From an optimization exercise on the open Yosys and OpenROAD flow, aimed at small area, a short achievable clock period and few clock cycles per item; shortcuts taken in it are not production practice. At most, simulation tests tie the RTL to the original design; equivalence was not proved. The RTL of runs 2 to 5 was laid out without a check of its function. Power figures rest on the tool's default switching activity, not on a simulated workload.

==> flow/design.v <==
module division_float_32(clock, start, operand1, operand2, result, finish, illegal);
	input clock;
	input start;
	input [31:0] operand1, operand2;
	output [31:0] result;
	output finish;
	output illegal;
	wire [23:0] m1 = {1'b1, operand1[22:0]};
	wire [23:0] m2 = {1'b1, operand2[22:0]};
	wire        big = ge23(operand1[22:0], operand2[22:0]);    
	wire [9:0]  u   = {2'b0, operand1[30:23]} + {2'b0, ~operand2[30:23]} + 10'd128;
	wire        unf = (u[9:8] == 2'b00);
	wire [7:0]  ex1 = u[7:0];
	wire [7:0]  ex0 = u[7:0] - 8'd1;
	reg  [7:0]  exp_r;
	reg         zero_r, sign_r;
	reg  [22:0] d;       
	always @(posedge clock) begin
		d <= operand2[22:0];
		exp_r  <= (unf || operand1 == 32'd0) ? 8'd0 :
		          big ? ex1 : ex0;
		zero_r <= (operand1 == 32'd0);
		sign_r <= (operand1[31] ^ operand2[31]) & (operand1 != 32'd0);
	end
	function automatic ge23(input [22:0] a, input [22:0] bb);
		reg [22:0] g, p;
		reg [22:0] G1, P1;
		reg [22:0] G2, P2;
		reg [22:0] G3, P3;
		reg [22:0] G4, P4;
		reg [22:0] G5, P5;
		begin
			g = a & ~bb; p = a | ~bb;
			g[0] = g[0] | p[0];
			G1 = g; P1 = p;
			G1[1] = g[1] | (p[1] & g[0]); P1[1] = p[1] & p[0];
			G1[3] = g[3] | (p[3] & g[2]); P1[3] = p[3] & p[2];
			G1[5] = g[5] | (p[5] & g[4]); P1[5] = p[5] & p[4];
			G1[7] = g[7] | (p[7] & g[6]); P1[7] = p[7] & p[6];
			G1[9] = g[9] | (p[9] & g[8]); P1[9] = p[9] & p[8];
			G1[11] = g[11] | (p[11] & g[10]); P1[11] = p[11] & p[10];
			G1[13] = g[13] | (p[13] & g[12]); P1[13] = p[13] & p[12];
			G1[15] = g[15] | (p[15] & g[14]); P1[15] = p[15] & p[14];
			G1[17] = g[17] | (p[17] & g[16]); P1[17] = p[17] & p[16];
			G1[19] = g[19] | (p[19] & g[18]); P1[19] = p[19] & p[18];
			G1[21] = g[21] | (p[21] & g[20]); P1[21] = p[21] & p[20];
			G2 = G1; P2 = P1;
			G2[2] = G1[2] | (P1[2] & G1[1]); P2[2] = P1[2] & P1[1];
			G2[3] = G1[3] | (P1[3] & G1[1]); P2[3] = P1[3] & P1[1];
			G2[6] = G1[6] | (P1[6] & G1[5]); P2[6] = P1[6] & P1[5];
			G2[7] = G1[7] | (P1[7] & G1[5]); P2[7] = P1[7] & P1[5];
			G2[10] = G1[10] | (P1[10] & G1[9]); P2[10] = P1[10] & P1[9];
			G2[11] = G1[11] | (P1[11] & G1[9]); P2[11] = P1[11] & P1[9];
			G2[14] = G1[14] | (P1[14] & G1[13]); P2[14] = P1[14] & P1[13];
			G2[15] = G1[15] | (P1[15] & G1[13]); P2[15] = P1[15] & P1[13];
			G2[18] = G1[18] | (P1[18] & G1[17]); P2[18] = P1[18] & P1[17];
			G2[19] = G1[19] | (P1[19] & G1[17]); P2[19] = P1[19] & P1[17];
			G2[22] = G1[22] | (P1[22] & G1[21]); P2[22] = P1[22] & P1[21];
			G3 = G2; P3 = P2;
			G3[4] = G2[4] | (P2[4] & G2[3]); P3[4] = P2[4] & P2[3];
			G3[5] = G2[5] | (P2[5] & G2[3]); P3[5] = P2[5] & P2[3];
			G3[6] = G2[6] | (P2[6] & G2[3]); P3[6] = P2[6] & P2[3];
			G3[7] = G2[7] | (P2[7] & G2[3]); P3[7] = P2[7] & P2[3];
			G3[12] = G2[12] | (P2[12] & G2[11]); P3[12] = P2[12] & P2[11];
			G3[13] = G2[13] | (P2[13] & G2[11]); P3[13] = P2[13] & P2[11];
			G3[14] = G2[14] | (P2[14] & G2[11]); P3[14] = P2[14] & P2[11];
			G3[15] = G2[15] | (P2[15] & G2[11]); P3[15] = P2[15] & P2[11];
			G3[20] = G2[20] | (P2[20] & G2[19]); P3[20] = P2[20] & P2[19];
			G3[21] = G2[21] | (P2[21] & G2[19]); P3[21] = P2[21] & P2[19];
			G3[22] = G2[22] | (P2[22] & G2[19]); P3[22] = P2[22] & P2[19];
			G4 = G3; P4 = P3;
			G4[8] = G3[8] | (P3[8] & G3[7]); P4[8] = P3[8] & P3[7];
			G4[9] = G3[9] | (P3[9] & G3[7]); P4[9] = P3[9] & P3[7];
			G4[10] = G3[10] | (P3[10] & G3[7]); P4[10] = P3[10] & P3[7];
			G4[11] = G3[11] | (P3[11] & G3[7]); P4[11] = P3[11] & P3[7];
			G4[12] = G3[12] | (P3[12] & G3[7]); P4[12] = P3[12] & P3[7];
			G4[13] = G3[13] | (P3[13] & G3[7]); P4[13] = P3[13] & P3[7];
			G4[14] = G3[14] | (P3[14] & G3[7]); P4[14] = P3[14] & P3[7];
			G4[15] = G3[15] | (P3[15] & G3[7]); P4[15] = P3[15] & P3[7];
			G5 = G4; P5 = P4;
			G5[16] = G4[16] | (P4[16] & G4[15]); P5[16] = P4[16] & P4[15];
			G5[17] = G4[17] | (P4[17] & G4[15]); P5[17] = P4[17] & P4[15];
			G5[18] = G4[18] | (P4[18] & G4[15]); P5[18] = P4[18] & P4[15];
			G5[19] = G4[19] | (P4[19] & G4[15]); P5[19] = P4[19] & P4[15];
			G5[20] = G4[20] | (P4[20] & G4[15]); P5[20] = P4[20] & P4[15];
			G5[21] = G4[21] | (P4[21] & G4[15]); P5[21] = P4[21] & P4[15];
			G5[22] = G4[22] | (P4[22] & G4[15]); P5[22] = P4[22] & P4[15];
			ge23 = G5[22];
		end
	endfunction
	function automatic [25:0] step(input [24:0] r, input [22:0] dd, input inj);
		reg [24:0] b, g, p;
		reg [24:0] G1, P1;
		reg [24:0] G2, P2;
		reg [24:0] G3, P3;
		reg [24:0] G4, P4;
		reg [24:0] G5, P5;
		reg [24:0] G6, P6;
		reg [24:0] G7, P7;
		reg [24:0] G8, P8;
		reg [25:0] c;
		reg [23:0] diff;
		begin
			b = {1'b1, 1'b0, ~dd};
			g = r & b;
			p = r | b;
			g[0] = g[0] | p[0];   
			G1 = g; P1 = p;
			G1[1] = g[1] | (p[1] & g[0]); P1[1] = p[1] & p[0];
			G1[3] = g[3] | (p[3] & g[2]); P1[3] = p[3] & p[2];
			G1[5] = g[5] | (p[5] & g[4]); P1[5] = p[5] & p[4];
			G1[7] = g[7] | (p[7] & g[6]); P1[7] = p[7] & p[6];
			G1[9] = g[9] | (p[9] & g[8]); P1[9] = p[9] & p[8];
			G1[11] = g[11] | (p[11] & g[10]); P1[11] = p[11] & p[10];
			G1[13] = g[13] | (p[13] & g[12]); P1[13] = p[13] & p[12];
			G1[15] = g[15] | (p[15] & g[14]); P1[15] = p[15] & p[14];
			G1[17] = g[17] | (p[17] & g[16]); P1[17] = p[17] & p[16];
			G1[19] = g[19] | (p[19] & g[18]); P1[19] = p[19] & p[18];
			G1[21] = g[21] | (p[21] & g[20]); P1[21] = p[21] & p[20];
			G1[23] = g[23] | (p[23] & g[22]); P1[23] = p[23] & p[22];
			G2 = G1; P2 = P1;
			G2[3] = G1[3] | (P1[3] & G1[1]); P2[3] = P1[3] & P1[1];
			G2[7] = G1[7] | (P1[7] & G1[5]); P2[7] = P1[7] & P1[5];
			G2[11] = G1[11] | (P1[11] & G1[9]); P2[11] = P1[11] & P1[9];
			G2[15] = G1[15] | (P1[15] & G1[13]); P2[15] = P1[15] & P1[13];
			G2[19] = G1[19] | (P1[19] & G1[17]); P2[19] = P1[19] & P1[17];
			G2[23] = G1[23] | (P1[23] & G1[21]); P2[23] = P1[23] & P1[21];
			G3 = G2; P3 = P2;
			G3[7] = G2[7] | (P2[7] & G2[3]); P3[7] = P2[7] & P2[3];
			G3[15] = G2[15] | (P2[15] & G2[11]); P3[15] = P2[15] & P2[11];
			G3[23] = G2[23] | (P2[23] & G2[19]); P3[23] = P2[23] & P2[19];
			G4 = G3; P4 = P3;
			G4[15] = G3[15] | (P3[15] & G3[7]); P4[15] = P3[15] & P3[7];
			G5 = G4; P5 = P4;
			G5[23] = G4[23] | (P4[23] & G4[15]); P5[23] = P4[23] & P4[15];
			G6 = G5; P6 = P5;
			G6[11] = G5[11] | (P5[11] & G5[7]); P6[11] = P5[11] & P5[7];
			G6[19] = G5[19] | (P5[19] & G5[15]); P6[19] = P5[19] & P5[15];
			G7 = G6; P7 = P6;
			G7[5] = G6[5] | (P6[5] & G6[3]); P7[5] = P6[5] & P6[3];
			G7[9] = G6[9] | (P6[9] & G6[7]); P7[9] = P6[9] & P6[7];
			G7[13] = G6[13] | (P6[13] & G6[11]); P7[13] = P6[13] & P6[11];
			G7[17] = G6[17] | (P6[17] & G6[15]); P7[17] = P6[17] & P6[15];
			G7[21] = G6[21] | (P6[21] & G6[19]); P7[21] = P6[21] & P6[19];
			G8 = G7; P8 = P7;
			G8[2] = G7[2] | (P7[2] & G7[1]); P8[2] = P7[2] & P7[1];
			G8[4] = G7[4] | (P7[4] & G7[3]); P8[4] = P7[4] & P7[3];
			G8[6] = G7[6] | (P7[6] & G7[5]); P8[6] = P7[6] & P7[5];
			G8[8] = G7[8] | (P7[8] & G7[7]); P8[8] = P7[8] & P7[7];
			G8[10] = G7[10] | (P7[10] & G7[9]); P8[10] = P7[10] & P7[9];
			G8[12] = G7[12] | (P7[12] & G7[11]); P8[12] = P7[12] & P7[11];
			G8[14] = G7[14] | (P7[14] & G7[13]); P8[14] = P7[14] & P7[13];
			G8[16] = G7[16] | (P7[16] & G7[15]); P8[16] = P7[16] & P7[15];
			G8[18] = G7[18] | (P7[18] & G7[17]); P8[18] = P7[18] & P7[17];
			G8[20] = G7[20] | (P7[20] & G7[19]); P8[20] = P7[20] & P7[19];
			G8[22] = G7[22] | (P7[22] & G7[21]); P8[22] = P7[22] & P7[21];
			G8[24] = G7[24] | (P7[24] & G7[23]); P8[24] = P7[24] & P7[23];
			c = {G8, 1'b1};
			diff = r[23:0] ^ ({24{c[25]}} & (b[23:0] ^ c[23:0]));
			step = {c[25], diff, inj};
		end
	endfunction
	reg  [24:0] r;       
	reg  [22:0] L;       
	reg  [3:0]  cnt;
	wire done = (cnt == 4'd12);
	wire [25:0] s0 = step(r, d, L[22]);
	wire [25:0] s1 = step(s0[24:0], d, L[21]);
	always @(posedge clock) begin
		if (start)
			r <= big ? {1'b0, m1} : {m1, 1'b0};
		else
			r <= s1[24:0];
		if (start) begin
			L   <= big ? {1'b0, m2[23:2]} : m2[23:1];
			cnt <= 4'd0;
		end else if (!done) begin
			L   <= {L[20:0], s0[25], s1[25]};
			cnt <= cnt + 4'd1;
		end
	end
	assign result = {sign_r, exp_r, L & {23{~zero_r}}};
	assign finish = done;
	assign illegal = (operand2 == 32'd0);
endmodule
==> flow/flow/run.sh <==
#!/bin/bash
# The standard layout (standard.sh: the standard synthesis and ORFS flow),
# with plain buffers (sky130_fd_sc_hd__buf_1) on the ports instead of the
# default delay-cell buffers. make's full output goes to standard_flow.log;
# ORFS keeps each step's own log under orfs/logs/.
set -euo pipefail
bash standard.sh BUFFER_PORTS_ARGS="-buffer_cell sky130_fd_sc_hd__buf_1" finish > standard_flow.log 2>&1
==> flow/standard.sh <==
#!/bin/bash
# synth_recipe.tcl (not shown) runs the flow's synth.tcl, then flattens the netlist and writes it again
# the make line also repeats each setting of config.mk as NAME=value (left out here)
make -C /OpenROAD-flow-scripts/flow DESIGN_CONFIG=/design/flow/config.mk WORK_HOME=/design/flow/orfs CLKGATE_MAP_FILE= SYNTH_SCRIPT=/design/flow/synth_recipe.tcl "${@:-finish}"
==> flow/config.mk <==
export PLATFORM = sky130hd
export DESIGN_NAME = division_float_32
export DESIGN_NICKNAME = division_float_32
export VERILOG_FILES = /design/flow/design.v
export SDC_FILE = /design/flow/constraint.sdc
export NUM_CORES = 4
export LEC_CHECK = 0
export ABC_AREA = 1
export CAP_MARGIN = 20
export CORE_MARGIN = 2
export CORE_UTILIZATION = 65
export SETUP_SLACK_MARGIN = 1.95
export SLEW_MARGIN = 20
==> flow/constraint.sdc <==
create_clock -name core_clock -period 5.5 [get_ports {clock}]
set_input_delay 1.1000 -clock core_clock [delete_from_list [all_inputs] [get_ports {clock}]]
set_output_delay 1.1000 -clock core_clock [all_outputs]
set_load 0.01 [all_outputs]
==> results of run 1 <==
## cells in the final DEF, fill, tap and decap left out, drive strengths merged, types with 23 or more instances in the layout
master,n
o21ai,93
nand3,110
dfxtp,62
edfxtp,23
nand2,340
nor2,102
buf,118
xor2,26
inv,190
a21oi,48
## power groups by stage
stage                     Combinational, uW  Clock [uW]  Sequential, uW
after floorplan                        2520           0             898
after global placement                 2900           0             915
after detailed placement               2960           0             916
after CTS                              3150         503             901
after global routing                   4150         534             924
final                                  3750         504             909
## layer usage
layer	part of all wire	wire, um	up-vias
li1	-	-	3920
met1	0.41	8680	3471
met2	0.46	9630	419
met3	0.096	2020	52
met4	0.034	708	0
met5	0	0	-
## cell type report
| type | count | area [um^2] |
|---|---|---|
| sequential | 85 | 1940 |
| inverter | 186 | 702 |
| tap | 140 | 175 |
| timing repair buffer | 120 | 627 |
| clock buffer | 10 | 149 |
| fill | 899 | 2580 |
| multi-input combinational | 842 | 4510 |
| clock inverter | 6 | 63.8 |
## how the worst min path moves through the flow
stage | depth (start not counted) | endpoint | startpoint
2_1_floorplan | 1 | cnt[2] | cnt[2]
3_3_place_gp | 1 | cnt[2] | cnt[2]
3_5_place_dp | 1 | cnt[2] | cnt[2]
4_1_cts | 1 | cnt[2] | cnt[2]
5_1_grt | 1 | cnt[2] | cnt[2]
6_report | 1 | cnt[2] | cnt[2]
## cell usage after synthesis, drive strengths merged, types with 2 or more instances
cell type / instances / share of area
nand3b: 5 / 0.0053
a31oi: 4 / 0.0035
o22ai: 20 / 0.024
dfxtp: 62 / 0.18
xor2: 26 / 0.033
a21oi: 48 / 0.035
nor3: 6 / 0.0057
nand3: 107 / 0.080
o21bai: 3 / 0.0037
ha: 18 / 0.032
o211ai: 8 / 0.0085
inv: 186 / 0.099
and2: 3 / 0.0027
o221ai: 2 / 0.0025
edfxtp: 23 / 0.098
xnor2: 4 / 0.0050
nand4: 17 / 0.015
o21ai: 93 / 0.066
nor2: 102 / 0.057
or2: 6 / 0.0053
nand2: 335 / 0.19
buf: 14 / 0.015
nor4: 16 / 0.014
clkbuf: 18 / 0.0096
## through the flow
step | setup slack (ns) | power [uW] | utilization | instance area, um^2
floorplan | 2.18 | 3410 | - | 7070
global placement | 1.30 | 3820 | 0.695 | 7460
detailed placement | 1.15 | 3870 | 0.695 | 7460
CTS | 1.97 | 4550 | 0.722 | 7750
global route | 1.86 | 5610 | 0.760 | 8170
finish | 2.12 | 5160 | 0.760 | 8170
## state kept, by name, summed over array words and instances (netlist names)
register	cells
L	23
cnt	4
d	23
exp_r	8
r	25
sign_r	1
zero_r	1
## what timing repair did
action | 4_1_cts | 5_1_grt
setup endpoints to repair | 29 | 37
buffers inserted | 5 | 12
cloned | 1 | 8
pin swaps | 0 | 10
gates resized for setup | 4 | 36
## worst max-delay path: stages (launching register included)
cell and delay (ns):
dfxtp_1 0.39, inv_2 0.09, nand2_1 0.10, o21ai_1 0.08, nand2_1 0.13, o21ai_2 0.08
nand2_1 0.07, nand2_1 0.08, nor2_4 0.22, buf_4 0.22, nand2_8 0.12, nand2_1 0.08
nand2_1 0.06, nand3_1 0.10, nand2_1 0.09, nor2_1 0.11, nand3_1 0.10, nand2_2 0.15
nand2_2 0.09, nand2_4 0.12, nand3_4 0.11, nand3_4 0.13, buf_12 0.16, nand2_1 0.08
nor2_1 0.16, o22ai_2 0.12
## logic make-up (layout without fill, tap and decap cells)
family | after synthesis | count (layout) | synth area share
compound gates | 187 | 187 | 0.154
flops | 85 | 85 | 0.273
buf+inv | 218 | 322 | 0.124
xor+xnor | 30 | 30 | 0.0382
simple gates | 598 | 606 | 0.376
fa+ha+maj | 19 | 19 | 0.0347
==> impl_metrics.json, run 1 <==
{
  "yosys_warnings": 1,
  "vias": 7862,
  "firstDrtPassIters": 6,
  "end_kind": "flip-flop",
  "numCtsBuffers": 9,
  "async_flop_share": 0,
  "drive_gt1_frac": 0.106,
  "crit_required_ns": 5.76,
  "hold_class": "flip-flop to flip-flop",
  "placed_cells": 1347,
  "first_global_vias": 6683,
  "avgSynthCellArea_um2": 6.22,
  "antennaDiodeCount": 0,
  "wl_per_cell_um": 15.1,
  "portBuffers": 99,
  "ys_seq_elements": 85,
  "track_usage": 0.331,
  "clk_latency_ns": 0.39,
  "coreArea_mm2": 0.0107,
  "fmax_ghz": 0.296,
  "cts_sinks": 85,
  "synth_seq_area_share": 0.273,
  "setup_tns_ns": 0,
  "die_w_um": 108,
  "cts_root_buffer": "clkbuf_8",
  "syn_nets": 1222,
  "syn_inst": 1137,
  "rsz0062_at_grt": "yes",
  "power_frac_clock": 0.098,
  "grt_max_degree": 68,
  "cellLeakagePower_uw": 0.00418,
  "dp_hpwl_um": 13900,
  "start_util": 0.658,
  "worst_slew_pin_slew_ns": 1.01,
  "syn_area_mm2": 0.00707,
  "pwr_density_cell_mw_per_mm2": 632,
  "cts_tree": "built",
  "cp_max_fo": 14,
  "clock_skew_ns": 0.0184,
  "rows": 38,
  "combPwrFrac": 0.726,
  "start_kind": "flip-flop",
  "drc_errors": 0,
  "synth-edff-count": 23,
  "cap_violations": 0,
  "critical_path_class": "flip-flop to flip-flop",
  "power_frac_seq": 0.176,
  "arrival_ns": 3.64,
  "endpoint": "r[10]",
  "r2r_cells": 25,
  "ys.flop_type": "dfxtp_1",
  "gp_congestion": 0.888,
  "p_int_uw": 2370,
  "p_sw_uw": 2790,
  "max_slew_margin": 0.324,
  "grt_use_met1": 0.445,
  "crit_start": "d[16]",
  "die-area_mm2": 0.0117,
  "status": "finished clean",
  "grt_overflow": 0,
  "holdWs_ns": 0.477,
  "vias_per_cell": 5.66,
  "ys_types": 53,
  "cts.path.max_buffers": 2,
  "fin_cells": 1389,
  "regToRegStartpoint": "d[16]",
  "htree_levels": 3,
  "r2r_end": "r[10]",
  "area_growth_pct": 15.6,
  "setup_viol": 0,
  "switching_share": 0.541,
  "cts_hold_buf": 0,
  "final_hold_viol_count": 0,
  "die_h_um": 108,
  "busiest_layer": "met2",
  "period_share": 0.614,
  "wirelength_um": 21000,
  "final_max_slew_viol_count": 0,
  "drtIter0Drc": 772,
  "grtUsageMet2": 0.540,
  "ant_nets": 0,
  "grt_pass1_wl_um": 30700,
  "fin_nets": 1329,
  "antenna_found_initial": 0,
  "r2r_setup_slack_ns": 2.12,
  "ir_drop_mv": 0.452,
  "clk_pin_slew_ns": 0.10,
  "grtUsageMet3": 0.0500,
  "io_pins": 100,
  "period_needed_ns": 3.38
}
Testbench counts, summed over its fixed seeds: cycles 26,624, items 2,048.
==> run 2: changes to the inputs <==
--- a/flow/design.v
+++ b/flow/design.v
@@ -176,9 +176,9 @@
 			cnt <= 4'd0;
 		end else if (!done) begin
-			L   <= {L[20:0], s0[25], s1[25]};
+			L   <= {L[20:0], s0[25] & ~zero_r, s1[25] & ~zero_r};
 			cnt <= cnt + 4'd1;
 		end
 	end
-	assign result = {sign_r, exp_r, L & {23{~zero_r}}};
+	assign result = {sign_r, exp_r, L};
 	assign finish = done;
 	assign illegal = (operand2 == 32'd0);
--- a/flow/config.mk
+++ b/flow/config.mk
@@ -9,5 +9,5 @@
 export CAP_MARGIN = 20
 export CORE_MARGIN = 2
-export CORE_UTILIZATION = 65
-export SETUP_SLACK_MARGIN = 1.95
+export CORE_UTILIZATION = 70
+export SETUP_SLACK_MARGIN = 1.9
 export SLEW_MARGIN = 20
==> impl_metrics.json, run 2 <==
{
  "arrival_ns": 3.96,
  "gp_congestion": 0.930,
  "track_usage": 0.358,
  "clock_skew_ns": 0.00794,
  "fin_nets": 1297,
  "ys_types": 44,
  "vias": 7869,
  "die_w_um": 103,
  "area_growth_pct": 13.3,
  "die_h_um": 103,
  "synth_commonest_cells": "nand2_1, inv_1, nand3_1, o21ai_0, nor2_1",
  "async_flop_share": 0,
  "start_kind": "flip-flop",
  "critical_path_class": "flip-flop to flip-flop",
  "wl_per_cell_um": 15.4,
  "grt_max_degree": 66,
  "period_share": 0.661,
  "ys.flop_type": "dfxtp_1",
  "crit_start": "d[16]",
  "multi_input_area_mm2": 0.00435,
  "drive_gt1_frac": 0.0748,
  "syn_inst": 1117,
  "setup_viol": 0,
  "yosys_warnings": 1,
  "status": "finished clean",
  "holdPathEnd": "cnt[2]",
  "final_max_slew_viol_count": 0,
  "htree_levels": 3,
  "register_area_mm2": 0.00194,
  "ys_seq_elements": 85,
  "drtIter0Drc": 644,
  "cellLeakagePower_uw": 0.00395,
  "grt_pass1_wl_um": 29900,
  "r2r_cells": 20,
  "ys_top_cells_by_area": "nand2_1, dfxtp_1, edfxtp_1",
  "dp_hpwl_um": 13600,
  "syn_nets": 1202,
  "cp_slowest_cell": "dfxtp_1",
  "setup_tns_ns": 0,
  "cap_violations": 0,
  "cp_common_cell": "nand2_1",
  "placed_cells": 1320,
  "cts_hold_buf": 0,
  "ant_nets": 0,
  "rows": 36,
  "worst_slew_pin_slew_ns": 0.965,
  "regMostFlops": "r",
  "hold_class": "flip-flop to flip-flop",
  "wirelength_um": 20800,
  "end_kind": "flip-flop",
  "rsz0062_at_grt": "yes",
  "coreArea_mm2": 0.00964,
  "firstDrtPassIters": 7,
  "fmax_ghz": 0.275,
  "final_hold_viol_count": 0,
  "drc_errors": 0,
  "vias_per_cell": 5.83,
  "period_needed_ns": 3.64,
  "r2r_end": "r[11]",
  "cts_root_buffer": "clkbuf_8",
  "synth_seq_area_share": 0.282,
  "min_from": "cnt[2]",
  "layout_common_cells": "nand2_1, inv_1, nand3_1",
  "numCtsBuffers": 9,
  "antenna_found_initial": 0,
  "largest_reg_flops": 25,
  "ir_drop_mv": 0.301,
  "fin_cells": 1350,
  "synth-edff-count": 23,
  "layout.cells.most_common": "nand2_1",
  "antennaDiodeCount": 0,
  "max_slew_margin": 0.355,
  "pwr_density_cell_mw_per_mm2": 634,
  "syn_area_mm2": 0.00685,
  "max_stage_delay_ns": 0.36,
  "avgSynthCellArea_um2": 6.14,
  "io_pins": 100,
  "yosysMostFrequentCell": "nand2_1",
  "yosysTopAreaCell": "nand2_1",
  "start_util": 0.711,
  "cp_max_fo": 23,
  "cts_sinks": 85,
  "regToRegStartpoint": "d[16]",
  "path_cells": "inv_2, nand2_1, o21ai_1, nand2_1, o21ai_1, a31oi_4, buf_12, nand2_8, nand3_1, xor2_1, inv_2, nand2_1, nand2_1, nor2_1, nand3_4, nand3_4, nand2_1, a21oi_1, o21ai_1, nand2_1",
  "top_regs": "r x25, L x23, d x23",
  "cts.path.max_buffers": 2,
  "yosys.area.top_type_share": 0.184,
  "crit_required_ns": 5.82,
  "grt_overflow": 0,
  "total_power_uw": 4930,
  "portBuffers": 99,
  "r2r_setup_slack_ns": 1.86,
  "clk_pin_slew_ns": 0.09,
  "cts_tree": "built",
  "fillers": 749,
  "die-area_mm2": 0.0106,
  "whs_path_depth": 1,
  "clk_latency_ns": 0.38,
  "first_global_vias": 6589
}
[run 2: cell count changes after synthesis, sizes merged, moves of 4 or more]
cell / before / now
xor2: 26 / 30
o211ai: 8 / 4
nor2: 102 / 84
nand4: 17 / 22
a21oi: 48 / 57
buf: 14 / 18
nand3: 107 / 113
o21ai: 93 / 105
or2: 6 / 2
o22ai: 20 / 8
inv: 186 / 165
nand2: 335 / 345
[run 2: per-layer routing]
metal | track usage | wire length, um | share of wire
met5 | 0 | 0 | 0
met4 | 0.163 | 1070 | 0.051
met2 | 0.562 | 9200 | 0.44
met3 | 0.0678 | 2300 | 0.11
met1 | 0.479 | 8230 | 0.40
[run 2: final cells by class]
type                    count  share of cell area
multi-input cells         842               0.560
flip-flops and latches     85               0.250
inverters                 165              0.0802
repair buffers            109              0.0607
well taps                 133              0.0214
clock buffers              11              0.0209
clock inverters             5             0.00725
[run 2: timing repair]
action	in CTS	in global routing
hold endpoints to repair	0	0
resized for setup	4	28
pin swaps	1	6
gates cloned	1	7
setup buffers	0	6
setup endpoints to repair	25	35
[run 2: power breakdown]
part | switching (uW) | internal, uW
registers | 115 | 813
clock network | 254 | 249
logic | 2370 | 1130
total | 2740 | 2190
[run 2: worst max-delay path by stage]
stage	endpoint	slack (ns)	cells past startpoint
floorplan	exp_r[4]	2.10	17
global placement	r[3]	1.31	27
detailed placement	r[15]	1.24	26
CTS	r[15]	1.92	23
global route	r[10]	1.74	19
finish	r[11]	1.86	20
[run 2: metrics by stage]
step	instance area (um^2)	setup slack [ns]	util	hold WS, ns
CTS	7490	1.92	0.777	0.471
global route	7770	1.74	0.806	0.510
finish	7770	1.86	0.806	0.467
global placement	7240	1.31	0.751	0.449
detailed placement	7240	1.24	0.751	0.457
floorplan	6850	2.10	-	0.432
[run 2: worst max-delay path, delay by kind of cell, from the launching register on]
family,cells,cell delay [ns]
AND/OR/NAND/NOR,11,1.65
AO/OA/AOI/OAI,5,0.91
XOR/XNOR,1,0.26
buffers and inverters,3,0.38
flip-flops,1,0.36
[run 2: kinds of logic (layout without fill, tap and decap cells)]
group,Yosys count,after routing,share of synthesized area
buf+inv,198,290,0.118
xor+xnor,33,33,0.0422
simple gates,594,602,0.376
compound gates,188,188,0.146
fa+ha+maj,19,19,0.0358
flops,85,85,0.282
==> run 3: changes to the inputs <==
--- a/flow/config.mk
+++ b/flow/config.mk
@@ -9,5 +9,5 @@
 export CAP_MARGIN = 20
 export CORE_MARGIN = 2
-export CORE_UTILIZATION = 70
+export CORE_UTILIZATION = 60
 export SETUP_SLACK_MARGIN = 1.9
 export SLEW_MARGIN = 20
==> impl_metrics.json, run 3 <==
{
  "cts_root_buffer": "clkbuf_16",
  "firstDrtPassIters": 8,
  "async_flop_share": 0,
  "dp_hpwl_um": 14000,
  "die-area_mm2": 0.0123,
  "portBuffers": 99,
  "yosysMostFrequentCell": "nand2_1",
  "die_w_um": 111,
  "htree_levels": 3,
  "end_kind": "output port",
  "hold_class": "flip-flop to flip-flop",
  "cellLeakagePower_uw": 0.00402,
  "syn_nets": 1202,
  "die_h_um": 111,
  "fmax_ghz": 0.288,
  "clk_pin_slew_ns": 0.06,
  "grt_pass1_wl_um": 31500,
  "setup_viol": 0,
  "ir_drop_mv": 0.318,
  "antennaDiodeCount": 0,
  "rsz0062_at_grt": "yes",
  "ys_seq_elements": 85,
  "pwr_density_cell_mw_per_mm2": 650,
  "yosys.area.top_type_share": 0.184,
  "syn_area_mm2": 0.00685,
  "start_util": 0.608,
  "drtIter0Drc": 721,
  "synth_seq_area_share": 0.282,
  "ys_types": 44,
  "gp_congestion": 0.949,
  "yosys_warnings": 1,
  "numCtsBuffers": 9,
  "critical_path_class": "input pin to output port",
  "first_global_vias": 6719,
  "antenna_found_initial": 0,
  "syn_inst": 1117,
  "yosysTopAreaCell": "nand2_1",
  "status": "finished clean",
  "ys.flop_type": "dfxtp_1",
  "grt_max_degree": 66,
  "final_hold_viol_count": 0,
  "cp_max_fo": 5,
  "vias": 7749,
  "regMostFlops": "r",
  "area_growth_pct": 16.5,
  "period_needed_ns": 3.47,
  "vias_per_cell": 5.69,
  "drc_errors": 0,
  "fin_nets": 1299,
  "final_max_slew_viol_count": 0,
  "synth_commonest_cells": "nand2_1, inv_1, nand3_1, o21ai_0, nor2_1",
  "cts_sinks": 85,
  "ant_nets": 0,
  "layout.cells.most_common": "nand2_1",
  "clock_skew_ns": 0.00428,
  "drive_gt1_frac": 0.0829,
  "grt_overflow": 0,
  "wirelength_um": 20800,
  "place_area_mm2": 0.00725,
  "cts.path.max_buffers": 2,
  "final_area_mm2": 0.00799,
  "max_slew_margin": 0.370,
  "cap_violations": 0,
  "synth-edff-count": 23,
  "cts_tree": "built",
  "coreArea_mm2": 0.0113,
  "fillers": 1000,
  "rows": 39,
  "ys_top_cells_by_area": "nand2_1, dfxtp_1, edfxtp_1",
  "layout_common_cells": "nand2_1, inv_1, nand3_1",
  "wl_per_cell_um": 15.2,
  "period_share": 0.631,
  "setup_tns_ns": 0,
  "track_usage": 0.310,
  "io_pins": 100,
  "top_regs": "r x25, L x23, d x23",
  "start_kind": "input pin",
  "worst_slew_pin_slew_ns": 0.943,
  "arrival_ns": 2.37,
  "avgSynthCellArea_um2": 6.14,
  "largest_reg_flops": 25,
  "clk_latency_ns": 0.34,
  "crit_required_ns": 4.40
}
-- run 3: worst max-delay path, cell delays in order --
cell and delay [ns]:
buf_1 0.18, nor4_1 0.45, nand4_1 0.24, nor4_1 0.21, buf_1 0.19
-- run 3: final timing paths --
path | from | endpoint | slack, ns | depth (start not counted)
setup / recovery | operand2[10] | illegal | 2.03 | 5
hold / removal | cnt[2] | cnt[2] | 0.49 | 1
setup reg to reg | d[22] | r[4] | 2.08 | 19
hold reg to reg | cnt[2] | cnt[2] | 0.49 | 1
-- run 3: layer usage --
metal	up-vias	GRT usage	wire, um
li1	3855	-	-
met1	3493	0.431	8910
met2	340	0.506	9360
met3	61	0.0366	1850
met4	0	0.101	625
met5	-	0	0
-- run 3: stage by stage --
step	util	hold slack [ns]	worst slack, ns	cells	power (uW)
after global routing	0.709	0.518	1.84	1362	5670
after CTS	0.679	0.482	1.92	1346	4530
after detailed placement	0.643	0.468	1.21	1330	3720
final	0.709	0.487	2.03	1362	5190
after floorplan	-	0.432	2.10	1117	3300
after global placement	0.643	0.451	1.25	1330	3700
-- run 3: power by group --
part / leakage (uW) / switching, uW / internal (uW) / total, uW
registers: 0.000770 / 109 / 814 / 923
logic: 0.00307 / 2350 / 1150 / 3510
clock network: 0.000183 / 262 / 502 / 765
total: 0.00402 / 2730 / 2470 / 5190
-- run 3: repair_timing --
| action | in CTS | in global routing |
|---|---|---|
| hold buffers | 0 | 0 |
| setup buffers | 0 | 5 |
| gates cloned | 0 | 11 |
| endpoints found under the setup margin | 26 | 38 |
| gates resized for setup | 5 | 37 |
| pin swaps | 0 | 6 |
-- run 3: cells by family after synthesis --
group                      after synthesis  synth area share
AOI/OAI and AO/OA                      188             0.146
xor gates and xnor gates                33            0.0422
adders and majority gates               19            0.0358
buffers and inverters                  198             0.118
DFF                                     85             0.282
and+or+nand+nor                        594             0.376
-- run 3: layout make-up --
cell class | instances | area, um^2 | area share
multi-input combinational | 844 | 4410 | 0.552
sequential | 85 | 1940 | 0.243
inverter | 165 | 623 | 0.0780
timing repair buffer | 108 | 455 | 0.0570
clock buffer | 10 | 239 | 0.0299
tap | 143 | 179 | 0.0224
clock inverter | 6 | 134 | 0.0168
timing repair inverter | 1 | 5.00 | 0.000627
==> run 4: changes to the inputs <==
--- a/flow/config.mk
+++ b/flow/config.mk
@@ -9,5 +9,5 @@
 export CAP_MARGIN = 20
 export CORE_MARGIN = 2
-export CORE_UTILIZATION = 60
+export CORE_UTILIZATION = 65
 export SETUP_SLACK_MARGIN = 1.9
 export SLEW_MARGIN = 20
==> impl_metrics.json, run 4 <==
{
  "htree_levels": 3,
  "holdWs_ns": 0.488,
  "min_from": "cnt[2]",
  "yosys_warnings": 1,
  "gp_congestion": 0.943,
  "p_sw_uw": 2680,
  "crit_buf_inv": 2,
  "clk_latency_ns": 0.37,
  "antenna_found_initial": 0,
  "pwr_density_cell_mw_per_mm2": 624,
  "dp_hpwl_um": 13600,
  "pre_cts_ws_ns": 1.19,
  "critical_path_class": "input pin to flip-flop",
  "status": "finished clean",
  "cts_tree": "built",
  "die_h_um": 107,
  "p_int_uw": 2170,
  "first_global_vias": 6706,
  "syn_nets": 1202,
  "regToRegStartpoint": "d[22]",
  "cap_violations": 0,
  "hold_class": "flip-flop to flip-flop",
  "ir_drop_mv": 0.288,
  "power_frac_seq": 0.190,
  "final_max_slew_viol_count": 0,
  "path_cells": "buf_1, o22ai_1, nand2_1, o21ai_0, a21oi_1, nor2_1, o21a_1, o22ai_1, a21oi_1, o21bai_1, a21o_1, nand2_1, nand2_2, clkinvlp_2, o211ai_1, nand2_1",
  "syn_inst": 1117,
  "ys_seq_elements": 85,
  "numCtsBuffers": 9,
  "yosysMostFrequentCell": "nand2_1",
  "largest_reg_flops": 25,
  "drive_gt1_frac": 0.0822,
  "rows": 37,
  "portBuffers": 99,
  "register_area_mm2": 0.00195,
  "ys.flop_type": "dfxtp_1",
  "synth-edff-count": 23,
  "switching_share": 0.553,
  "fin_cells": 1353,
  "vias": 7789,
  "layout.cells.most_common": "nand2_1",
  "max_slew_margin": 0.363,
  "worst_slew_pin_slew_ns": 0.954,
  "avgSynthCellArea_um2": 6.14,
  "cellLeakagePower_uw": 0.00393,
  "whs_path_depth": 1,
  "area_growth_pct": 13.4,
  "start_kind": "input pin",
  "max_stage_delay_ns": 0.53,
  "fin_nets": 1297,
  "clk_pin_slew_ns": 0.10,
  "cp_max_fo": 10,
  "period_share": 0.633,
  "die-area_mm2": 0.0114,
  "r2r_end": "r[18]",
  "combPwrFrac": 0.713,
  "end_kind": "flip-flop",
  "grt_overflow": 0,
  "start_util": 0.667,
  "io_pins": 100,
  "antennaDiodeCount": 0,
  "wirelength_um": 20500,
  "ant_nets": 0,
  "grt_max_degree": 66,
  "crit_family": "compound AO/OA/AOI/OAI gates",
  "firstDrtPassIters": 5,
  "fmax_ghz": 0.287,
  "track_usage": 0.334,
  "fillers": 857,
  "cp_slowest_cell": "clkinvlp_2",
  "power_frac_clock": 0.097,
  "period_needed_ns": 3.48,
  "clock_skew_ns": 0.0133,
  "setup_ws_ns": 2.02,
  "holdPathEnd": "cnt[2]",
  "final_hold_viol_count": 0,
  "top_regs": "r x25, L x23, d x23",
  "arrival_ns": 3.75,
  "grt_pass1_wl_um": 30700,
  "rsz0062_at_grt": "yes",
  "drtIter0Drc": 840,
  "syn_area_mm2": 0.00685,
  "wl_per_cell_um": 15.2,
  "cts.path.max_buffers": 2,
  "cts_root_buffer": "clkbuf_8",
  "cts_sinks": 85,
  "layout_common_cells": "nand2_1, inv_1, nand3_1",
  "synth_seq_area_share": 0.282,
  "yosysTopAreaCell": "nand2_1",
  "crit_required_ns": 5.76,
  "ys_types": 44,
  "setup_tns_ns": 0,
  "vias_per_cell": 5.76,
  "placed_cells": 1323,
  "drc_errors": 0,
  "multi_input_area_mm2": 0.00436,
  "r2r_cells": 20,
  "die_w_um": 107,
  "synth_commonest_cells": "nand2_1, inv_1, nand3_1, o21ai_0, nor2_1",
  "cp_common_cell": "nand2_1",
  "regMostFlops": "r",
  "setup_viol": 0,
  "yosys.area.top_type_share": 0.184,
  "async_flop_share": 0,
  "ys_top_cells_by_area": "nand2_1, dfxtp_1, edfxtp_1",
  "r2r_setup_slack_ns": 2.03,
  "coreArea_mm2": 0.0103
}
[run 4: cell types whose count changed in the layout (fill, tap and decap cells not counted), moves of 2 or more]
cell	change
clkbuf_16	-9
dfxtp_1	-4
nand2_2	-2
dfxtp_2	+4
nand2_1	+3
bufinv_16	-3
nand2_4	-2
inv_6	+2
a21oi_2	+2
clkbuf_8	+8
[run 4: stage by stage]
stage	util	cell area (um^2)	power (uW)
after floorplan	-	6850	3300
after global placement	0.705	7240	3670
after detailed placement	0.705	7240	3710
after CTS	0.728	7490	4300
after global routing	0.756	7770	5280
final	0.756	7770	4850
[run 4: worst max-delay path by stage]
| stage | from | to | slack, ns | cells after the start |
|---|---|---|---|---|
| global route | d[16] | r[18] | 1.81 | 21 |
| CTS | d[22] | r[3] | 1.91 | 23 |
| global placement | d[0] | r[3] | 1.31 | 26 |
| detailed placement | d[0] | r[15] | 1.19 | 26 |
| floorplan | operand2[26] | exp_r[4] | 2.10 | 17 |
| finish | operand1[1] | r[14] | 2.02 | 16 |
[run 4: kinds of logic after synthesis]
logic type               count (synthesis)  synth area share
adder cells (fa/ha/maj)                 19            0.0358
AO/OA/AOI/OAI                          188             0.146
AND/OR/NAND/NOR                        594             0.376
buffers and inverters                  198             0.118
XOR/XNOR                                33            0.0422
flip-flops                              85             0.282
[run 4: what timing repair did]
item | in CTS | in global routing
setup endpoints to repair | 27 | 34
hold buffers | 0 | 0
gates cloned | 1 | 7
pin swaps | 1 | 4
setup buffers | 0 | 6
resized for setup | 6 | 35
[run 4: layout make-up]
type                       instances  area share
clock inverter                     7     0.00950
clock buffer                       9      0.0159
timing repair inverter             1    0.000644
timing repair buffer             109      0.0612
inverter                         165      0.0802
tap                              136      0.0219
sequential                        85       0.250
multi-input combinational        841       0.560
[run 4: power groups by stage]
stage / registers, uW / logic (uW) / clock network [uW]
floorplan: 924 / 2380 / 0
global placement: 929 / 2740 / 0
detailed placement: 926 / 2790 / 0
CTS: 915 / 2910 / 469
global route: 937 / 3850 / 498
finish: 923 / 3460 / 469
[run 4: routing by layer]
metal  vias to the layer above  part of all wire  GRT usage
met1                      3446              0.41      0.453
met2                       401              0.44      0.531
li1                       3858                 -          -
met3                        84              0.11     0.0699
met4                         0             0.044      0.109
met5                         -                 0          0
==> run 5: changes to the inputs <==
--- a/flow/config.mk
+++ b/flow/config.mk
@@ -10,4 +10,4 @@
 export CORE_MARGIN = 2
 export CORE_UTILIZATION = 65
-export SETUP_SLACK_MARGIN = 1.9
+export SETUP_SLACK_MARGIN = 2.0
 export SLEW_MARGIN = 20
==> impl_metrics.json, run 5 <==
{
  "status": "finished clean",
  "fin_cells": 1359,
  "drive_gt1_frac": 0.0916,
  "ys_top_cells_by_area": "nand2_1, dfxtp_1, edfxtp_1",
  "die_w_um": 107,
  "yosys.area.top_type_share": 0.184,
  "fmax_ghz": 0.291,
  "grt_pass1_wl_um": 30700,
  "ys.flop_type": "dfxtp_1",
  "switching_share": 0.554,
  "period_needed_ns": 3.44,
  "cts_root_buffer": "clkbuf_8",
  "start_kind": "input pin",
  "r2r_setup_slack_ns": 2.15,
  "crit_family": "compound AO/OA/AOI/OAI gates",
  "final_area_mm2": 0.00787,
  "grt_overflow": 0,
  "async_flop_share": 0,
  "cts_hold_buf": 0,
  "crit_start": "operand1[1]",
  "cap_violations": 0,
  "crit_required_ns": 5.76,
  "htree_levels": 3,
  "path_cells": "buf_1, o22ai_1, nand2_1, o21ai_0, a21oi_1, nor2_1, o21a_1, o22ai_1, a21oi_1, o21bai_1, a21o_1, nand2_1, nand2_2, clkinvlp_2, o21ai_0, o21ai_0",
  "cp_max_fo": 10,
  "track_usage": 0.333,
  "clock_skew_ns": 0.0108,
  "vias_per_cell": 5.79,
  "cts.path.max_buffers": 2,
  "r2r_cells": 20,
  "hold_class": "flip-flop to flip-flop",
  "r2r_end": "r[10]",
  "portBuffers": 99,
  "final_max_slew_viol_count": 0,
  "crit_buf_inv": 2,
  "critical_path_class": "input pin to flip-flop",
  "die_h_um": 107,
  "ant_nets": 0,
  "setup_ws_ns": 2.06,
  "first_global_vias": 6705,
  "combPwrFrac": 0.715,
  "cellLeakagePower_uw": 0.00396,
  "arrival_ns": 3.70,
  "fin_nets": 1303,
  "area_growth_pct": 14.8,
  "largest_reg_flops": 25,
  "endpoint": "r[10]",
  "syn_inst": 1117,
  "final_core_util": 0.766,
  "avgSynthCellArea_um2": 6.14,
  "wirelength_um": 20900,
  "p_int_uw": 2190,
  "layout.cells.most_common": "nand2_1",
  "ys_seq_elements": 85,
  "cp_common_cell": "o21ai_0",
  "syn_area_mm2": 0.00685,
  "place_area_mm2": 0.00724,
  "syn_nets": 1202,
  "setup_viol": 0,
  "layout_common_cells": "nand2_1, inv_1, nand3_1",
  "pre_cts_ws_ns": 1.19,
  "yosys_warnings": 1,
  "regToRegStartpoint": "r[18]",
  "final_hold_viol_count": 0,
  "antenna_found_initial": 0,
  "clk_latency_ns": 0.38,
  "antennaDiodeCount": 0,
  "period_share": 0.626,
  "top_regs": "r x25, L x23, d x23",
  "rows": 37,
  "worst_slew_pin_slew_ns": 0.963,
  "p_sw_uw": 2720,
  "yosysTopAreaCell": "nand2_1",
  "clk_pin_slew_ns": 0.10,
  "yosysMostFrequentCell": "nand2_1",
  "die-area_mm2": 0.0114,
  "placed_cells": 1323,
  "pwr_density_cell_mw_per_mm2": 625,
  "cts_sinks": 85,
  "rsz0062_at_grt": "no",
  "max_stage_delay_ns": 0.54,
  "power_frac_clock": 0.097,
  "max_slew_margin": 0.357,
  "ys_types": 44,
  "numCtsBuffers": 9,
  "vias": 7865,
  "start_util": 0.667,
  "regMostFlops": "r",
  "synth_seq_area_share": 0.282,
  "end_kind": "flip-flop",
  "fillers": 834,
  "cts_tree": "built",
  "ir_drop_mv": 0.301,
  "coreArea_mm2": 0.0103,
  "drc_errors": 0,
  "dp_hpwl_um": 13600,
  "cp_slowest_cell": "clkinvlp_2",
  "drtIter0Drc": 806,
  "power_frac_seq": 0.188,
  "setup_tns_ns": 0,
  "synth-edff-count": 23,
  "io_pins": 100,
  "synth_commonest_cells": "nand2_1, inv_1, nand3_1, o21ai_0, nor2_1",
  "wl_per_cell_um": 15.3,
  "gp_congestion": 0.943,
  "firstDrtPassIters": 5,
  "path_depth": 16,
  "grt_max_degree": 66
}
-- run 5: cell types whose count changed in the layout (fill, tap and decap cells not counted), sizes merged --
| cell | change |
|---|---|
| nand2 | +1 |
| buf | +5 |
-- run 5: timing repair --
item,in CTS,in global routing
buffers inserted,0,11
endpoints found under the setup margin,28,38
endpoints found under the hold margin,0,0
gates resized for setup,7,47
gates cloned,1,8
pin swaps,1,10
-- run 5: cell families (layout without fill, tap and decap cells) --
family,after synthesis,count (layout),share of synthesized area
XOR/XNOR,33,33,0.0422
AO/OA/AOI/OAI,188,188,0.146
AND/OR/NAND/NOR,594,602,0.376
flip-flops,85,85,0.282
buffers and inverters,198,296,0.118
adder cells (fa/ha/maj),19,19,0.0358
-- run 5: per-stage QoR --
step                      power [uW]  hold slack [ns]
final                           4920            0.488
after global routing            5330            0.512
after CTS                       4300            0.489
after detailed placement        3710            0.470
after global placement          3670            0.452
after floorplan                 3300            0.432
-- run 5: layer usage --
| metal | vias up | global-route usage | routed length (um) |
|---|---|---|---|
| li1 | 3864 | - | - |
| met1 | 3495 | 0.454 | 8580 |
| met2 | 428 | 0.532 | 9250 |
| met3 | 78 | 0.0693 | 2180 |
| met4 | 0 | 0.104 | 842 |
| met5 | - | 0 | 0 |
-- run 5: power groups by stage --
| stage | sequential, uW | clock [uW] | combinational (uW) |
|---|---|---|---|
| floorplan | 924 | 0 | 2380 |
| global placement | 929 | 0 | 2740 |
| detailed placement | 926 | 0 | 2790 |
| CTS | 915 | 469 | 2920 |
| global route | 937 | 497 | 3900 |
| finish | 924 | 475 | 3520 |
-- run 5: worst min-delay path by stage --
stage,endpoint,startpoint,cells after the start
after floorplan,cnt[2],cnt[2],1
after global placement,cnt[2],cnt[2],1
after detailed placement,cnt[2],cnt[2],1
after CTS,cnt[2],cnt[2],1
after global routing,cnt[2],cnt[2],1
final,cnt[2],cnt[2],1
-- run 5: area by class of cell --
type / instances / area (um^2) / share of cell area
Clock buffer: 9 / 124 / 0.0157
Clock inverter: 7 / 73.8 / 0.00938
Inverter: 165 / 623 / 0.0792
Multi-Input combinational cell: 842 / 4410 / 0.560
Sequential cell: 85 / 1950 / 0.248
Tap cell: 136 / 170 / 0.0216
Timing Repair Buffer: 114 / 517 / 0.0657
Timing Repair inverter: 1 / 5.00 / 0.000636
-- run 5: worst register-to-register path, cell delays in order (launching register included) --
cell	delay (ns)
dfxtp_1	0.36
inv_1	0.07
nand2_1	0.11
nand2_1	0.12
nor2_1	0.19
and3_1	0.31
nand2_8	0.17
nand2_8	0.18
nand3_1	0.11
xor2_1	0.17
inv_1	0.10
nand2_1	0.11
nand4_1	0.13
nand2_1	0.12
a21oi_4	0.19
buf_12	0.15
nand3_4	0.21
nand2_1	0.14
nand3_1	0.07
nand3_1	0.09
o21ai_0	0.12
==> run 6: changes to the inputs <==
--- a/flow/design.v
+++ b/flow/design.v
@@ -6,6 +6,6 @@
 	output finish;
 	output illegal;
-	wire [23:0] m1 = {1'b1, operand1[22:0]};
-	wire [23:0] m2 = {1'b1, operand2[22:0]};
+	wire [23:0] m1 = {1'b1, operand1[22:0]};    
+	wire [23:0] m2 = {1'b1, operand2[22:0]};    
 	wire        big = ge23(operand1[22:0], operand2[22:0]);    
 	wire [9:0]  u   = {2'b0, operand1[30:23]} + {2'b0, ~operand2[30:23]} + 10'd128;
@@ -165,16 +165,16 @@
 	reg  [3:0]  cnt;
 	wire done = (cnt == 4'd12);
-	wire [25:0] s0 = step(r, d, L[22]);
-	wire [25:0] s1 = step(s0[24:0], d, L[21]);
+	wire [25:0] t0 = step(r, d, L[22]);
+	wire [25:0] t1 = step(t0[24:0], d, L[21]);
 	always @(posedge clock) begin
 		if (start)
 			r <= big ? {1'b0, m1} : {m1, 1'b0};
 		else
-			r <= s1[24:0];
+			r <= t1[24:0];
 		if (start) begin
 			L   <= big ? {1'b0, m2[23:2]} : m2[23:1];
 			cnt <= 4'd0;
 		end else if (!done) begin
-			L   <= {L[20:0], s0[25] & ~zero_r, s1[25] & ~zero_r};
+			L   <= {L[20:0], t0[25] & ~zero_r, t1[25] & ~zero_r};
 			cnt <= cnt + 4'd1;
 		end
--- a/flow/config.mk
+++ b/flow/config.mk
@@ -10,4 +10,4 @@
 export CORE_MARGIN = 2
 export CORE_UTILIZATION = 65
-export SETUP_SLACK_MARGIN = 2.0
+export SETUP_SLACK_MARGIN = 1.85
 export SLEW_MARGIN = 20
==> impl_metrics.json, run 6 <==
{
  "coreArea_mm2": 0.0103,
  "avgSynthCellArea_um2": 6.14,
  "vias": 7726,
  "cts_hold_buf": 0,
  "cp_max_fo": 21,
  "crit_required_ns": 5.81,
  "regToRegStartpoint": "r[0]",
  "grt_overflow": 0,
  "clk_latency_ns": 0.38,
  "worst_slew_pin_slew_ns": 0.971,
  "fin_nets": 1294,
  "ys_top_cells_by_area": "nand2_1, dfxtp_1, edfxtp_1",
  "rsz0062_at_grt": "yes",
  "async_flop_share": 0,
  "setup_tns_ns": 0,
  "htree_levels": 3,
  "yosys.area.top_type_share": 0.184,
  "ant_nets": 0,
  "wirelength_um": 20300,
  "cellLeakagePower_uw": 0.00392,
  "yosysTopAreaCell": "nand2_1",
  "ys_types": 44,
  "synth_seq_area_share": 0.282,
  "grt_max_degree": 66,
  "final_max_slew_viol_count": 0,
  "crit_start": "operand2[1]",
  "drc_errors": 0,
  "syn_area_mm2": 0.00685,
  "total_power_uw": 4790,
  "firstDrtPassIters": 6,
  "cts_tree": "built",
  "start_util": 0.667,
  "drive_gt1_frac": 0.0766,
  "grt_pass1_wl_um": 30700,
  "cts_sinks": 85,
  "cts_root_buffer": "clkbuf_8",
  "synth-edff-count": 23,
  "multi_input_area_mm2": 0.00435,
  "largest_reg_flops": 25,
  "area_growth_pct": 13.0,
  "yosysMostFrequentCell": "nand2_1",
  "vias_per_cell": 5.72,
  "final_hold_viol_count": 0,
  "status": "finished clean",
  "setup_viol": 0,
  "rows": 37,
  "yosys_warnings": 1,
  "fillers": 868,
  "clock_skew_ns": 0.0158,
  "ys_seq_elements": 85,
  "endpoint": "exp_r[5]",
  "setup_ws_ns": 1.96,
  "antenna_found_initial": 0,
  "arrival_ns": 3.85,
  "cap_violations": 0,
  "syn_inst": 1117,
  "r2r_setup_slack_ns": 2.04,
  "antennaDiodeCount": 0,
  "critical_path_class": "input pin to flip-flop",
  "clk_pin_slew_ns": 0.09,
  "pre_cts_ws_ns": 1.19,
  "portBuffers": 99,
  "drtIter0Drc": 853,
  "syn_nets": 1202,
  "hold_class": "flip-flop to flip-flop",
  "fmax_ghz": 0.282,
  "pwr_density_cell_mw_per_mm2": 619,
  "regMostFlops": "r",
  "layout_common_cells": "nand2_1, inv_1, nand3_1",
  "period_share": 0.644,
  "holdWs_ns": 0.489,
  "r2r_cells": 25,
  "register_area_mm2": 0.00194,
  "io_pins": 100,
  "period_needed_ns": 3.54,
  "wl_per_cell_um": 15.0,
  "die-area_mm2": 0.0114,
  "fin_cells": 1350,
  "die_w_um": 107,
  "start_kind": "input pin",
  "ir_drop_mv": 0.314,
  "track_usage": 0.333,
  "die_h_um": 107,
  "r2r_end": "r[3]",
  "ys.flop_type": "dfxtp_1",
  "end_kind": "flip-flop",
  "top_regs": "r x25, L x23, d x23",
  "max_slew_margin": 0.351,
  "placed_cells": 1323,
  "cts.path.max_buffers": 2,
  "dp_hpwl_um": 13600,
  "synth_commonest_cells": "nand2_1, inv_1, nand3_1, o21ai_0, nor2_1",
  "layout.cells.most_common": "nand2_1",
  "gp_congestion": 0.943,
  "first_global_vias": 6698,
  "numCtsBuffers": 9
}
[run 6: worst min path at each step]
stage	startpoint	end	slack, ns	cells past startpoint
global route	cnt[2]	cnt[2]	0.51	1
detailed placement	cnt[2]	cnt[2]	0.47	1
finish	cnt[2]	cnt[2]	0.49	1
floorplan	cnt[2]	cnt[2]	0.43	1
global placement	cnt[2]	cnt[2]	0.45	1
CTS	cnt[2]	cnt[2]	0.49	1
[run 6: area by class of cell]
| type | instances | area share |
|---|---|---|
| Tap cell | 136 | 0.0220 |
| Clock buffer | 9 | 0.0160 |
| Clock inverter | 7 | 0.00953 |
| Multi-Input combinational cell | 841 | 0.562 |
| Timing Repair Buffer | 107 | 0.0595 |
| Sequential cell | 85 | 0.251 |
| Inverter | 165 | 0.0805 |
[run 6: what timing repair did]
item                                    in CTS  in global routing
pin swaps                                    1                  4
endpoints found under the setup margin      25                 36
gates resized for setup                      5                 32
cloned                                       1                  6
buffers inserted                             0                  4
[run 6: per-stage QoR]
step | utilization | instance area [um^2]
after floorplan | - | 6850
after global placement | 0.705 | 7240
after detailed placement | 0.705 | 7240
after CTS | 0.728 | 7480
after global routing | 0.753 | 7740
final | 0.753 | 7740
[run 6: layer usage]
metal  global-route usage  wire length, um
met1                0.452             8370
met2                0.533             8870
met3               0.0705             2250
met4                0.105              792
met5                    0                0
[run 6: worst max-delay path, stage by stage]
cell and delay [ns]:
buf_1 0.15, inv_1 0.08, o22ai_1 0.14, nand2_1 0.07, o21ai_0 0.17, a21oi_1 0.09, nor2_1 0.09, o21a_1 0.12
o22ai_1 0.07, a21oi_1 0.22, o21bai_1 0.12, a21o_1 0.18, nand2_1 0.08, nand2_2 0.08, clkinvlp_4 0.36, buf_4 0.28
nand3b_1 0.13, o21ai_0 0.16, nand2_1 0.06, nor2_1 0.09
[run 6: power by group]
part	switching (uW)	internal, uW	total (uW)
registers	111	813	924
logic	2300	1100	3400
clock network	257	213	470
total	2670	2130	4790
[run 6: kinds of logic (layout without fill, tap and decap cells)]
kind of cell,after synthesis,count (layout),share of synthesized area
flops,85,85,0.282
buf+inv,198,288,0.118
simple gates,594,601,0.376
xor+xnor,33,33,0.0422
fa+ha+maj,19,19,0.0358
compound gates,188,188,0.146
Testbench counts of run 6, summed over its fixed seeds: cycles 26,624, items 2,048.
==> run 7: changes to the inputs <==
--- a/flow/config.mk
+++ b/flow/config.mk
@@ -10,4 +10,4 @@
 export CORE_MARGIN = 2
 export CORE_UTILIZATION = 65
-export SETUP_SLACK_MARGIN = 1.85
+export SETUP_SLACK_MARGIN = 1.9
 export SLEW_MARGIN = 20
==> impl_metrics.json, run 7 <==
{
  "status": "finished clean",
  "yosys_warnings": 1,
  "period_share": 0.633,
  "regMostFlops": "r",
  "grt_max_degree": 66,
  "synth_seq_area_share": 0.282,
  "cts_hold_buf": 0,
  "die-area_mm2": 0.0114,
  "largest_reg_flops": 25,
  "rsz0062_at_grt": "yes",
  "wirelength_um": 20500,
  "layout_common_cells": "nand2_1, inv_1, nand3_1",
  "drive_gt1_frac": 0.0822,
  "avgSynthCellArea_um2": 6.14,
  "clock_skew_ns": 0.0133,
  "start_util": 0.667,
  "synth_commonest_cells": "nand2_1, inv_1, nand3_1, o21ai_0, nor2_1",
  "vias_per_cell": 5.76,
  "gp_congestion": 0.943,
  "yosys.area.top_type_share": 0.184,
  "cts_tree": "built",
  "ant_nets": 0,
  "portBuffers": 99,
  "cts_sinks": 85,
  "cellLeakagePower_uw": 0.00393,
  "grt_pass1_wl_um": 30700,
  "first_global_vias": 6706,
  "io_pins": 100,
  "firstDrtPassIters": 5,
  "start_kind": "input pin",
  "top_regs": "r x25, L x23, d x23",
  "hold_class": "flip-flop to flip-flop",
  "drtIter0Drc": 840,
  "pwr_density_cell_mw_per_mm2": 624,
  "max_stage_delay_ns": 0.53,
  "synth-edff-count": 23,
  "final_max_slew_viol_count": 0,
  "fillers": 857,
  "yosysMostFrequentCell": "nand2_1",
  "syn_area_mm2": 0.00685,
  "ys_types": 44,
  "setup_tns_ns": 0,
  "critical_path_class": "input pin to flip-flop",
  "drc_errors": 0,
  "crit_required_ns": 5.76,
  "clk_pin_slew_ns": 0.10,
  "die_h_um": 107,
  "cts_root_buffer": "clkbuf_8",
  "fin_nets": 1297,
  "yosysTopAreaCell": "nand2_1",
  "grt_overflow": 0,
  "area_growth_pct": 13.4,
  "numCtsBuffers": 9,
  "cp_max_fo": 10,
  "register_area_mm2": 0.00195,
  "vias": 7789,
  "htree_levels": 3,
  "path_cells": "buf_1, o22ai_1, nand2_1, o21ai_0, a21oi_1, nor2_1, o21a_1, o22ai_1, a21oi_1, o21bai_1, a21o_1, nand2_1, nand2_2, clkinvlp_2, o211ai_1, nand2_1",
  "antenna_found_initial": 0,
  "track_usage": 0.334,
  "cp_slowest_cell": "clkinvlp_2",
  "die_w_um": 107,
  "ys_seq_elements": 85,
  "antennaDiodeCount": 0,
  "period_needed_ns": 3.48,
  "final_hold_viol_count": 0,
  "cts.path.max_buffers": 2,
  "syn_nets": 1202,
  "total_power_uw": 4850,
  "worst_slew_pin_slew_ns": 0.954,
  "clk_latency_ns": 0.37,
  "layout.cells.most_common": "nand2_1",
  "rows": 37,
  "dp_hpwl_um": 13600,
  "ys.flop_type": "dfxtp_1",
  "ir_drop_mv": 0.288,
  "end_kind": "flip-flop",
  "fmax_ghz": 0.287,
  "wl_per_cell_um": 15.2,
  "async_flop_share": 0,
  "multi_input_area_mm2": 0.00436,
  "coreArea_mm2": 0.0103,
  "syn_inst": 1117,
  "ys_top_cells_by_area": "nand2_1, dfxtp_1, edfxtp_1",
  "cp_common_cell": "nand2_1",
  "max_slew_margin": 0.363,
  "arrival_ns": 3.75,
  "cap_violations": 0,
  "setup_viol": 0
}
-- run 7: cell counts after synthesis --
Identical to the previous run, type by type.
-- run 7: critical path: cells and delay by family --
family          cells  cell delay [ns]
simple gates        5             0.45
buf+inv             2             0.70
compound gates      9             1.48
-- run 7: cells by family (layout without fill, tap and decap cells) --
group | Yosys count | in the layout | share of synthesized area
and+or+nand+nor | 594 | 601 | 0.376
xor gates and xnor gates | 33 | 33 | 0.0422
DFF | 85 | 85 | 0.282
AOI/OAI and AO/OA | 188 | 188 | 0.146
adders and majority gates | 19 | 19 | 0.0358
buffers and inverters | 198 | 291 | 0.118
-- run 7: stage by stage --
step / utilization / hold WS [ns] / setup WS, ns / instance area (um^2) / instances
after floorplan: - / 0.432 / 2.10 / 6850 / 1117
after global placement: 0.705 / 0.452 / 1.31 / 7240 / 1323
after detailed placement: 0.705 / 0.470 / 1.19 / 7240 / 1323
after CTS: 0.728 / 0.489 / 1.91 / 7490 / 1340
after global routing: 0.756 / 0.512 / 1.81 / 7770 / 1353
final: 0.756 / 0.488 / 2.02 / 7770 / 1353
-- run 7: final cells by class --
| type | count | area share |
|---|---|---|
| timing repair buffer | 109 | 0.0612 |
| timing repair inverter | 1 | 0.000644 |
| multi-input combinational | 841 | 0.560 |
| clock buffer | 9 | 0.0159 |
| inverter | 165 | 0.0802 |
| tap | 136 | 0.0219 |
| sequential | 85 | 0.250 |
| clock inverter | 7 | 0.00950 |
-- run 7: layer usage --
metal	routed length (um)	track usage
met5	0	0
met4	901	0.109
met3	2200	0.0699
met2	9020	0.531
met1	8410	0.453
-- run 7: what timing repair did --
item | 4_1_cts | 5_1_grt
buffers inserted | 0 | 6
hold endpoints to repair | 0 | 0
gates resized for setup | 6 | 35
setup endpoints to repair | 27 | 34
gates cloned | 1 | 7
pin swaps | 1 | 4
-- run 7: path summary, 6_finish.rpt --
kind	cells after the start	slack (ns)	startpoint	end
max	16	2.02	operand1[1]	r[14]
min	1	0.49	cnt[2]	cnt[2]
max reg2reg	20	2.03	d[22]	r[18]
min reg2reg	1	0.49	cnt[2]	cnt[2]
-- run 7: power by group --
group | internal, uW | total, uW | switching [uW]
clock network | 213 | 469 | 256
registers | 813 | 923 | 109
logic | 1140 | 3460 | 2320
total | 2170 | 4850 | 2680
==> run 8: changes to the inputs <==
--- a/flow/config.mk
+++ b/flow/config.mk
@@ -10,4 +10,5 @@
 export CORE_MARGIN = 2
 export CORE_UTILIZATION = 65
+export CTS_BUF_LIST = sky130_fd_sc_hd__clkbuf_2 sky130_fd_sc_hd__clkbuf_4 sky130_fd_sc_hd__clkbuf_8
 export SETUP_SLACK_MARGIN = 1.9
 export SLEW_MARGIN = 20
==> impl_metrics.json, run 8 <==
{
  "status": "finished clean",
  "period_needed_ns": 3.48,
  "yosys.area.top_type_share": 0.184,
  "start_kind": "input pin",
  "synth_seq_area_share": 0.282,
  "min_from": "cnt[2]",
  "ant_nets": 0,
  "firstDrtPassIters": 5,
  "cellLeakagePower_uw": 0.00393,
  "arrival_ns": 3.75,
  "yosysMostFrequentCell": "nand2_1",
  "layout_common_cells": "nand2_1, inv_1, nand3_1",
  "numCtsBuffers": 9,
  "cts_sinks": 85,
  "ys_seq_elements": 85,
  "antennaDiodeCount": 0,
  "fillers": 857,
  "start_util": 0.667,
  "fin_nets": 1297,
  "crit_buf_inv": 2,
  "worst_slew_pin_slew_ns": 0.954,
  "synth_commonest_cells": "nand2_1, inv_1, nand3_1, o21ai_0, nor2_1",
  "coreArea_mm2": 0.0103,
  "regToRegStartpoint": "d[22]",
  "gp_congestion": 0.943,
  "ys_types": 44,
  "first_global_vias": 6706,
  "largest_reg_flops": 25,
  "setup_viol": 0,
  "syn_nets": 1202,
  "r2r_cells": 20,
  "regMostFlops": "r",
  "layout.cells.most_common": "nand2_1",
  "die_w_um": 107,
  "grt_max_degree": 66,
  "cap_violations": 0,
  "whs_path_depth": 1,
  "cp_max_fo": 10,
  "clk_latency_ns": 0.37,
  "rows": 37,
  "r2r_end": "r[18]",
  "grt_pass1_wl_um": 30700,
  "pwr_density_cell_mw_per_mm2": 624,
  "track_usage": 0.334,
  "drtIter0Drc": 840,
  "grt_overflow": 0,
  "final_core_util": 0.756,
  "vias": 7789,
  "clk_pin_slew_ns": 0.10,
  "cts_hold_buf": 0,
  "cts.path.max_buffers": 2,
  "final_max_slew_viol_count": 0,
  "die_h_um": 107,
  "end_kind": "flip-flop",
  "io_pins": 100,
  "cp_slowest_cell": "clkinvlp_2",
  "die-area_mm2": 0.0114,
  "cts_tree": "built",
  "vias_per_cell": 5.76,
  "crit_family": "compound AO/OA/AOI/OAI gates",
  "portBuffers": 99,
  "wirelength_um": 20500,
  "cts_root_buffer": "clkbuf_8",
  "dp_hpwl_um": 13600,
  "yosysTopAreaCell": "nand2_1",
  "area_growth_pct": 13.4,
  "async_flop_share": 0,
  "drc_errors": 0,
  "max_stage_delay_ns": 0.53,
  "max_slew_margin": 0.363,
  "synth-edff-count": 23,
  "antenna_found_initial": 0,
  "ys.flop_type": "dfxtp_1",
  "top_regs": "r x25, L x23, d x23",
  "ir_drop_mv": 0.288,
  "period_share": 0.633,
  "final_hold_viol_count": 0,
  "r2r_setup_slack_ns": 2.03,
  "wl_per_cell_um": 15.2,
  "crit_required_ns": 5.76,
  "drive_gt1_frac": 0.0822,
  "hold_class": "flip-flop to flip-flop",
  "htree_levels": 3,
  "syn_inst": 1117,
  "ys_top_cells_by_area": "nand2_1, dfxtp_1, edfxtp_1",
  "register_area_mm2": 0.00195,
  "clock_skew_ns": 0.0133,
  "path_cells": "buf_1, o22ai_1, nand2_1, o21ai_0, a21oi_1, nor2_1, o21a_1, o22ai_1, a21oi_1, o21bai_1, a21o_1, nand2_1, nand2_2, clkinvlp_2, o211ai_1, nand2_1",
  "multi_input_area_mm2": 0.00436,
  "setup_tns_ns": 0,
  "rsz0062_at_grt": "yes",
  "critical_path_class": "input pin to flip-flop",
  "cp_common_cell": "nand2_1",
  "path_depth": 16,
  "avgSynthCellArea_um2": 6.14,
  "holdPathEnd": "cnt[2]",
  "yosys_warnings": 1,
  "syn_area_mm2": 0.00685,
  "fmax_ghz": 0.287
}
-- run 8: cell counts in the layout (fill, tap and decap cells not counted) --
Identical to the previous run, type by type.
-- run 8: final cells by class --
type | instances | share of cell area
multi-input cells | 841 | 0.560
flip-flops and latches | 85 | 0.250
inverters | 165 | 0.0802
repair buffers | 109 | 0.0612
well taps | 136 | 0.0219
clock buffers | 9 | 0.0159
clock inverters | 7 | 0.00950
repair inverters | 1 | 0.000644
-- run 8: layer usage --
| metal | share of wire | GRT usage |
|---|---|---|
| met5 | 0 | 0 |
| met4 | 0.044 | 0.109 |
| met3 | 0.11 | 0.0699 |
| met2 | 0.44 | 0.531 |
| met1 | 0.41 | 0.453 |
-- run 8: worst max-delay path by stage --
stage / start / to / slack, ns
6_report: operand1[1] / r[14] / 2.02
5_1_grt: d[16] / r[18] / 1.81
4_1_cts: d[22] / r[3] / 1.91
3_5_place_dp: d[0] / r[15] / 1.19
3_3_place_gp: d[0] / r[3] / 1.31
2_1_floorplan: operand2[26] / exp_r[4] / 2.10
-- run 8: stage by stage --
stage	worst slack (ns)	total power, uW	cell area [um^2]	hold WS [ns]	std cells
after floorplan	2.10	3300	6850	0.432	1117
after global placement	1.31	3670	7240	0.452	1323
after detailed placement	1.19	3710	7240	0.470	1323
after CTS	1.91	4300	7490	0.489	1340
after global routing	1.81	5280	7770	0.512	1353
final	2.02	4850	7770	0.488	1353
-- run 8: timing repair --
item	in CTS	in global routing
endpoints found under the setup margin	27	34
resized for setup	6	35
pin swaps	1	4
setup buffers	0	6
cloned	1	7
hold endpoints to repair	0	0
-- run 8: where the power goes --
| part | total, uW | leakage, uW | switching, uW | internal [uW] |
|---|---|---|---|---|
| clock network | 469 | 0.000100 | 256 | 213 |
| registers | 923 | 0.000770 | 109 | 813 |
| logic | 3460 | 0.00306 | 2320 | 1140 |
| total | 4850 | 0.00393 | 2680 | 2170 |
-- run 8: kinds of logic after synthesis --
kind of cell	Yosys count	synth area share
AO/OA/AOI/OAI	188	0.146
AND/OR/NAND/NOR	594	0.376
XOR/XNOR	33	0.0422
flip-flops	85	0.282
buffers and inverters	198	0.118
adder cells (fa/ha/maj)	19	0.0358
-- run 8: worst register-to-register path: cells and delay by family, from the launching register on --
family,cells,cell delay (ns)
flip-flops,1,0.39
XOR/XNOR,1,0.24
AO/OA/AOI/OAI,2,0.30
AND/OR/NAND/NOR,13,1.96
buffers and inverters,4,0.49

Check on run 8: ideal ports give 2.016 ns setup slack; a clkbuf_16 on the clock port and buf_2 on the inputs give 2.030 ns; moving port delays by the midpoint clock arrival (0.403 ns) as well gives 1.626 ns.
